This design comes from an exercise in tuning for small area, a short achievable clock period and few clock cycles per item on the open sky130 flow, not from production work. In this exercise RTL edits were held to simulation tests only and were not proved equivalent to the original. The clock port is modelled as an ideal driver, which makes a skipped or thinned clock tree look cheaper than it is; a real chip needs a root buffer or a tree. Power figures rest on the tool's default switching activity, not on a simulated workload.

// divider
module divider (clk, quot, rem, fin, dvdend, dvsor, reset);
Size in the first run: roughly 100 flip-flops, roughly 200 I/O pins, about 5400 um^2 of cells after synthesis.
==> flow/config.mk <==
export PLATFORM = sky130hd
export DESIGN_NAME = divider
export DESIGN_NICKNAME = divider
export VERILOG_FILES = /design/flow/design.v
export SDC_FILE = /design/flow/constraint.sdc
export NUM_CORES = 4
export LEC_CHECK = 0
export ABC_AREA = 1
export CAP_MARGIN = 20
export CORE_MARGIN = 2
export CORE_UTILIZATION = 55
export SETUP_SLACK_MARGIN = 4.75
export SLEW_MARGIN = 20
==> flow/constraint.sdc <==
create_clock -name core_clock -period 7.0 [get_ports {clk}]
set_input_delay 1.4000 -clock core_clock [delete_from_list [all_inputs] [get_ports {clk}]]
set_output_delay 1.4000 -clock core_clock [all_outputs]
set_load 0.01 [all_outputs]
standard.sh (not shown) runs the stock make flow with config.mk's settings and CLKGATE_MAP_FILE= SYNTH_SCRIPT=/design/flow/synth_recipe.tcl, a recipe that flattens the netlist after the stock synthesis.
==> flow/flow/run.sh <==
#!/bin/bash
# Standard layout, with the port buffers made of the smallest buffer cell.
set -euo pipefail
export BUFFER_PORTS_ARGS="-buffer_cell sky130_fd_sc_hd__buf_1"
export SKIP_REPAIR_TIE_FANOUT=1
export PRE_CTS_TCL="$PWD/flow/pre_cts.tcl"
export MANUAL_CTS_NBUF=4
bash standard.sh > standard.log 2>&1
Other scripts of this flow, unchanged in this note and not shown: flow/flow/pre_cts.tcl
The first run produced a clean layout.
Testbench counts at the start, summed over its fixed seeds: cycles 108,800, items 3,200.
Next try:
==> flow/flow/run.sh (replaced) <==
#!/bin/bash
set -euo pipefail
cp -r "$FLOW_HOME/scripts" scripts_local
cp flow/abc_area.script scripts_local/abc_area.script
export SCRIPTS_DIR="$PWD/scripts_local"
export BUFFER_PORTS_ARGS="-buffer_cell sky130_fd_sc_hd__buf_1"
export SKIP_REPAIR_TIE_FANOUT=1
export PRE_CTS_TCL="$PWD/flow/pre_cts.tcl"
export MANUAL_CTS_NBUF=4
bash standard.sh > standard.log 2>&1
==> flow/flow/abc_area.script (new file) <==
strash
dch
map -B 0.9
topo
--- a/flow/config.mk
+++ b/flow/config.mk
@@ -10,4 +10,4 @@
 export CORE_MARGIN = 2
 export CORE_UTILIZATION = 55
-export SETUP_SLACK_MARGIN = 4.75
+export SETUP_SLACK_MARGIN = 4.65
 export SLEW_MARGIN = 20
=> Design area came out lower by a few percent. Power came out lower by a few percent. Worst hold slack hardly moves. First-iteration DRC count came out higher by a few percent. Synthesized cell count came out lower by a few percent. Sequential cell count does not change. Critical path depth came out higher by 14. Wire length came out lower by a little under a tenth. Global-route usage barely changes. Setup slack gets worse by 0.013 ns.
No run of this note takes its clock network from TritonCTS; it comes from the design's own scripts or RTL.

Another version of the RTL of divider (not shown whole).
For scale: ~710 cells after synthesis, about 100 flip-flops, roughly 200 I/O pins.
Settings: LEC_CHECK=0, ABC_AREA=1, CAP_MARGIN=20, CORE_MARGIN=2, CORE_UTILIZATION=55, SETUP_SLACK_MARGIN=4.8, SLEW_MARGIN=20; clock period 7.0 ns.
==> flow/flow/run.sh <==
#!/bin/bash
# Standard layout, with the port buffers made of the smallest buffer cell.
set -euo pipefail
export BUFFER_PORTS_ARGS="-buffer_cell sky130_fd_sc_hd__buf_1"
export SKIP_REPAIR_TIE_FANOUT=1
export PRE_CTS_TCL="$PWD/flow/pre_cts.tcl"
export MANUAL_CTS_NBUF=4
export ADDER_MAP_FILE=
bash standard.sh > standard.log 2>&1
Other scripts of this flow, unchanged in this note and not shown: flow/flow/pre_cts.tcl
Testbench counts at the start, summed over its fixed seeds: cycles 108,800, items 3,200.
Next try:
--- a/flow/flow/run.sh
+++ b/flow/flow/run.sh
@@ -2 +2,8 @@
-# Standard layout, with the port buffers made of the smallest buffer cell.
+# The standard layout (standard.sh), with four changes:
+# - synthesis skips Yosys's full/half-adder extraction (ADDER_MAP_FILE empty),
+#   so ABC maps the whole subtractor; registers are unchanged;
+# - the port buffers are the smallest buffer cell (buf_1), one per port as usual;
+# - tie cells are not duplicated per load (one tie cell drives rem[31:0]);
+# - the clock tree is one level of four clkbuf_16 buffers, each driving a
+#   quarter of the flip-flops (flow/pre_cts.tcl), in place of TritonCTS's tree.
+# Each tool's full output goes to standard.log and to ORFS's own logs.
Settings changed: SETUP_SLACK_MARGIN 4.8 to 4.7.
Outcome: Worst hold slack is about the same; sequential share of layout area rises by 0.44 points; routed wire length falls by 3.2%; cell count falls by 0.42%; clock power stays flat; core utilization falls by 1.4 points.
No run of this note takes its clock network from TritonCTS; it comes from the design's own scripts or RTL.

divider with an RTL version that a note above also has.
For scale: about 860 cells after synthesis, roughly 100 flip-flops, roughly 200 I/O pins, ~5600 µm² of cells after synthesis.
Design divider, start of the top module:
module divider (clk, quot, rem, fin, dvdend, dvsor, reset);
	output [31:0] quot;
	output [63:0] rem;
	output fin;
	input [63:0] dvdend;
	input [31:0] dvsor;
	input clk, reset;
	reg [31:0] r;     
	reg [31:0] q;     
	reg [4:0] cnt;    
	reg ld;           
	reg fin;
	reg [31:0] d;     
	wire [31:0] a = {r[30:0], q[31]};
	wire [31:0] p = a ^ ~d;
	wire [31:0] g0 = {a[31:1] & ~d[31:1], a[0] | ~d[0]};
	wire [31:0] p0 = p;
	wire g1_1 = g0[1] | (p0[1] & g0[0]);
	wire p1_1 = p0[1] & p0[0];
	wire g1_3 = g0[3] | (p0[3] & g0[2]);
	wire p1_3 = p0[3] & p0[2];
	wire g1_5 = g0[5] | (p0[5] & g0[4]);
	wire p1_5 = p0[5] & p0[4];
	wire g1_7 = g0[7] | (p0[7] & g0[6]);
	wire p1_7 = p0[7] & p0[6];
	wire g1_9 = g0[9] | (p0[9] & g0[8]);
	wire p1_9 = p0[9] & p0[8];
	wire g1_11 = g0[11] | (p0[11] & g0[10]);
	wire p1_11 = p0[11] & p0[10];
	wire g1_13 = g0[13] | (p0[13] & g0[12]);
	wire p1_13 = p0[13] & p0[12];
	wire g1_15 = g0[15] | (p0[15] & g0[14]);
	wire p1_15 = p0[15] & p0[14];
  ...
clock: 7.0 ns
lec_check: 0
abc_area: 1
cap_margin: 20
core_margin: 2
core_utilization: 55
setup_slack_margin: 4.8
slew_margin: 20
==> flow/flow/run.sh <==
#!/bin/bash
# Standard layout, with the port buffers made of the smallest buffer cell.
set -euo pipefail
export BUFFER_PORTS_ARGS="-buffer_cell sky130_fd_sc_hd__buf_1"
export SKIP_REPAIR_TIE_FANOUT=1
export PRE_CTS_TCL="$PWD/flow/pre_cts.tcl"
export MANUAL_CTS_NBUF=4
export ADDER_MAP_FILE=
bash standard.sh > standard.log 2>&1
Other scripts of this flow, unchanged in this note and not shown: flow/flow/pre_cts.tcl
Testbench counts at the start, summed over its fixed seeds: cycles 108,800, items 3,200.
Rerun with:
--- a/flow/flow/run.sh
+++ b/flow/flow/run.sh
@@ -1,3 +1,10 @@
 #!/bin/bash
-# Standard layout, with the port buffers made of the smallest buffer cell.
+# The standard layout (standard.sh), with four changes:
+# - synthesis skips Yosys's full/half-adder extraction (ADDER_MAP_FILE empty),
+#   so ABC maps the whole subtractor; registers are unchanged;
+# - the port buffers are the smallest buffer cell (buf_1), one per port as usual;
+# - tie cells are not duplicated per load (one tie cell drives rem[31:0]);
+# - the clock tree is one level of four clkbuf_16 buffers, each driving a
+#   quarter of the flip-flops (flow/pre_cts.tcl), in place of TritonCTS's tree.
+# Each tool's full output goes to standard.log and to ORFS's own logs.
 set -euo pipefail
SETUP_SLACK_MARGIN = 4.75   (was 4.8)
Synthesized cell count does not change.
Global-route usage decreases by 0.40 points.
Flip-flop and latch count is unchanged.
Combinational power is about the same.
Routed wire length is about the same.
Final area falls slightly.
Rerun with:
==> flow/flow/run.sh (replaced) <==
#!/bin/bash
set -euo pipefail
cp -r "$FLOW_HOME/scripts" scripts_local
cp flow/abc_area.script scripts_local/abc_area.script
export SCRIPTS_DIR="$PWD/scripts_local"
export BUFFER_PORTS_ARGS="-buffer_cell sky130_fd_sc_hd__buf_1"
export SKIP_REPAIR_TIE_FANOUT=1
export PRE_CTS_TCL="$PWD/flow/pre_cts.tcl"
export MANUAL_CTS_NBUF=4
bash standard.sh > standard.log 2>&1
==> flow/flow/abc_area.script (new file) <==
strash
dch
map -a
topo
SETUP_SLACK_MARGIN = 4.65   (was 4.75)
=>
- core utilization increases by 9.5 points
- worst hold slack is about the same
- register-to-register slack is worse by 0.66 ns
- flip-flop and latch count is unchanged
- total power climbs by about a fifth
- setup slack gets worse by 0.61 ns
- final cell count came out lower by about a fifth
- synthesized cell count goes down by a quarter to a third
- area after synthesis shrinks by roughly a tenth
- clock skew decreases by 0.013 ns
In every run of this note, the design's own scripts or RTL, not TritonCTS, make the clock network.

Starting RTL as in the previous note.
==> flow/config.mk <==
export PLATFORM = sky130hd
export DESIGN_NAME = divider
export DESIGN_NICKNAME = divider
export VERILOG_FILES = /design/flow/design.v
export SDC_FILE = /design/flow/constraint.sdc
export NUM_CORES = 4
export LEC_CHECK = 0
export ABC_AREA = 1
export CAP_MARGIN = 20
export CORE_MARGIN = 2
export CORE_UTILIZATION = 70
export PLACE_DENSITY = 0.8
export SETUP_SLACK_MARGIN = 4.5
export SLEW_MARGIN = 20
==> flow/constraint.sdc <==
create_clock -name core_clock -period 7.0 [get_ports {clk}]
set_input_delay 1.4000 -clock core_clock [delete_from_list [all_inputs] [get_ports {clk}]]
set_output_delay 1.4000 -clock core_clock [all_outputs]
set_load 0.01 [all_outputs]
==> flow/flow/run.sh <==
#!/bin/bash
# Standard layout, with the port buffers made of the smallest buffer cell.
set -euo pipefail
export BUFFER_PORTS_ARGS="-buffer_cell sky130_fd_sc_hd__buf_1"
export SKIP_REPAIR_TIE_FANOUT=1
bash standard.sh > standard.log 2>&1
Testbench counts at the start, summed over its fixed seeds: cycles 108,800, items 3,200.
Edit:
--- a/flow/flow/run.sh
+++ b/flow/flow/run.sh
@@ -5,0 +6 @@
+export RECOVER_POWER=100
Settings changed: CORE_UTILIZATION 70 to 40, PLACE_DENSITY 0.8 to default.
=> The changed run completed, yet does not pass: capacitance limit, slew limit; worst setup slack is worse by 1.3 ns; flip-flop and latch count is unchanged; non-clock buffer count rises by 1; clock skew falls by 0.0044 ns; worst hold slack is worse by 0.0064 ns; critical path depth rises by 3; utilization falls by 34 points; power rises by 2.0%; synthesized area stays the same.

==> re-timing with driven ports <==
How much do the figures lean on ideal ports? The routed layouts below were timed once more, with nothing changed but the port constraints. Step 1 assumes that a clkbuf_16 drives the clock port and a buf_2 every other input. Step 2, shift: input delay + t, output delay - t, t = (earliest + latest rising clock arrival at the registers) / 2. This alone moves slack from input paths to output paths. a / b / c = ideal ports / drivers / drivers and shift; a / b = the first two.
| run | t, ns | setup WS [ns] | slew at the worst register clock pin (ns) | pins driven straight from the clock port |
|---|---|---|---|---|
| the first run of note 1 | 0.243 | 4.803 / 4.724 / 4.812 | 0.11 / 0.11 | 4 |
| the second run of note 1 | 0.240 | 4.790 / 4.717 / 4.790 | 0.10 / 0.10 | 4 |
| the first run of note 2 | 0.239 | 4.820 / 4.750 / 4.820 | 0.10 / 0.10 | 4 |
| the second run of note 2 | 0.238 | 4.797 / 4.716 / 4.887 | 0.10 / 0.10 | 4 |
| the first run of note 3 | 0.242 | 4.839 / 4.758 / 4.921 | 0.11 / 0.11 | 4 |
| the second run of note 3 | 0.242 | 4.836 / 4.756 / 4.875 | 0.11 / 0.11 | 4 |
| the third run of note 3 | 0.243 | 4.222 / 4.222 / 4.222 | 0.11 / 0.11 | 4 |
| the first run of note 4 | 0.394 | 4.558 / 4.525 / 4.615 | 0.11 / 0.11 | 1 |
| the second run of note 4 | 0.390 | 3.277 / 3.277 / 3.277 | 0.07 / 0.07 | 1 |
